From an optimization exercise on the open Yosys and OpenROAD flow, aimed at a short achievable clock period and few clock cycles; shortcuts taken in it are not production practice.
The RTL was checked by simulation tests, not by an equivalence proof against the original design.
No activity file was given, so power comes from the tool's default toggle rates.

## xenon
Design CPU, start of the top module:
module CPU(
    input i_clk,
    input i_reset_n,
    output [15:0] o_pc,
    input [31:0] i_instruction,
    output [15:0] o_address,
    output o_rw,
    output [31:0] o_data,
    input [31:0] i_data
);
Settings: LEC_CHECK=0, ABC_AREA=1, CAP_MARGIN=20, CORE_MARGIN=2, CORE_UTILIZATION=40, CTS_CLUSTER_DIAMETER=60, CTS_CLUSTER_SIZE=20, PLACE_DENSITY=0.6, SETUP_SLACK_MARGIN=3.2, SLEW_MARGIN=20; clock period 5.0 ns.
run.sh (not shown) runs the stock make flow with config.mk's settings and CLKGATE_MAP_FILE= SYNTH_SCRIPT=/design/flow/synth_recipe.tcl, a recipe that flattens the netlist after the stock synthesis.
Testbench counts of xenon, summed over its fixed seeds: cycles 32,608.
Changes in maple relative to xenon:
- changing CORE_UTILIZATION from 40 to 65
- removing CTS_CLUSTER_SIZE (formerly 20)
- changing PLACE_DENSITY from 0.6 to 0.75
- removing CTS_CLUSTER_DIAMETER (formerly 60)
==> comparison <==
- In the tables for maple and xenon, non-filler instance count after layout reads lower with maple.
- maple ends up with lower number of cell instances on the worst register-to-register path than xenon does.
- Run comparison: maple worst min-delay path category reg -> reg; xenon worst min-delay path category in -> async
- | via count | maple vs xenon | worse |
- Between maple and xenon, the met3 wire length is lower for xenon.
- Looking at critical path endpoint, the o_data[12] result is from xenon; the x_lo_n[14] one comes from maple.
- maple: detailed-placement wirelength estimate 7.4% below xenon
--- input diff maple..juniper ---
- SETUP_SLACK_MARGIN changed from 3.2 to 2.9
- PLACE_DENSITY changed from 0.75 to 0.7
- CORE_UTILIZATION changed from 65 to 55
### Flow results
- On relative slew slack, maple beats juniper.
- Combinational fraction of design power: juniper lower than maple
- Delta (juniper minus maple): routed length on met2 fell by 6.9 mm; signed area change from the synthesized netlist to the final layout now sits lower; global placer's final weighted congestion shows an increase of 2.1%; final cell count without fillers closely matched the old numbers.
- In the metrics for maple and juniper, the one carrying the higher critical path depth is maple.
- Across maple and juniper, the outcome is the same: a clean finish for every run.
- Full die area of juniper exceeds that of maple by more than 10%.
- The total of plain and repair buffers excluding clock buffers reported for juniper is smaller than that of maple by 157.
- On well-tap cell count: between maple and juniper, it ends up lower for maple.
- Between maple and juniper, the inverter count of the layout excluding clock inverters is higher for maple.

========
Starting RTL as in the previous note.
Settings: LEC_CHECK=0, ABC_AREA=1, CAP_MARGIN=20, CORE_MARGIN=2, CORE_UTILIZATION=55, PLACE_DENSITY=0.7, SETUP_SLACK_MARGIN=3.0, SLEW_MARGIN=20; clock period 5.0 ns.
Testbench counts at the start, summed over its fixed seeds: cycles 32,608.
==> next run, changes <==
Settings changed: CORE_UTILIZATION 55 to 50, PLACE_DENSITY 0.7 to 0.65, SETUP_SLACK_MARGIN 3.0 to 2.8.
=>
- The new run produced a clean layout
- area after synthesis stays the same
- design area went down by a few percent
- setup slack barely changes
- sequential share of layout area went up by 1.2 points
- wire length went up by a few percent
- register-to-register slack loses 0.16 ns
- sequential power hardly moves
==> next run, changes <==
Settings changed: CORE_UTILIZATION 50 to 40, CTS_CLUSTER_DIAMETER from default to 80, CTS_CLUSTER_SIZE from default to 30, PLACE_DENSITY 0.65 to 0.6, SETUP_SLACK_MARGIN 2.8 to 3.2.
=> Power came out lower by 16%. Critical path depth came out lower by 7. Routed wire length came out higher by 6.4%. Sequential share of layout area came out lower by 3.1 points. Die area came out higher by 25%. Clock skew came out higher by 0.025 ns. Via count came out higher by 2.2%. Final cell count came out higher by 5.9%.
==> next run, changes <==
Settings changed: CORE_UTILIZATION 40 to 60, CTS_CLUSTER_DIAMETER 80 to default, CTS_CLUSTER_SIZE 30 to default, PLACE_DENSITY 0.6 to 0.7, SETUP_SLACK_MARGIN 3.2 to 2.9.
The changed run passed the timing, design-rule and antenna checks.
Power is higher by 18%.
Final area went down by about 7%.
Wire length shrinks by about 11%.
Utilization came out higher by 20 points.
Clock power increases by 54%.
Final cell count goes down by about 8%.
Worst setup slack is better by 0.031 ns.
Register-to-register slack got worse by 0.14 ns.
Global-route usage climbs by 11 points.
Non-clock buffer count went down by 198.
Via count fell by about 2%.

afterwards: timing with drivers on the ports:
The flow's constraints put no driver on any port. The routed layouts listed below were extracted and timed again, unchanged, in two steps.
Step 1: set_driving_cell puts a clkbuf_16 on i_clk and a buf_2 on each other input, an assumption about the parent block.
Step 2 also shifts input and output timing later by t, the mid clock arrival at the registers, as if the neighbouring blocks saw the same clock.
a / b / c = ideal / step 1 / step 2; a / b = the first two.
run	t, ns	setup WS [ns]	worst data-port slew with drivers (ns)
xenon	0.803	2.730 / 2.658 / 2.245	0.09
maple	0.780	2.683 / 2.683 / 2.056	0.07
juniper	0.772	2.790 / 2.727 / 2.187	0.05
the first run of note 2	0.781	2.777 / 2.704 / 2.223	0.06
the second run of note 2	0.776	2.778 / 2.713 / 2.045	0.10
the third run of note 2	0.796	2.732 / 2.660 / 2.227	0.08
the fourth run of note 2	0.771	2.763 / 2.689 / 2.169	0.06
After both steps setup and hold are still met in every run listed. The setup slack of the second run of note 2, which loses most, moves by -0.065 ns with the drivers and by -0.733 ns with both steps.
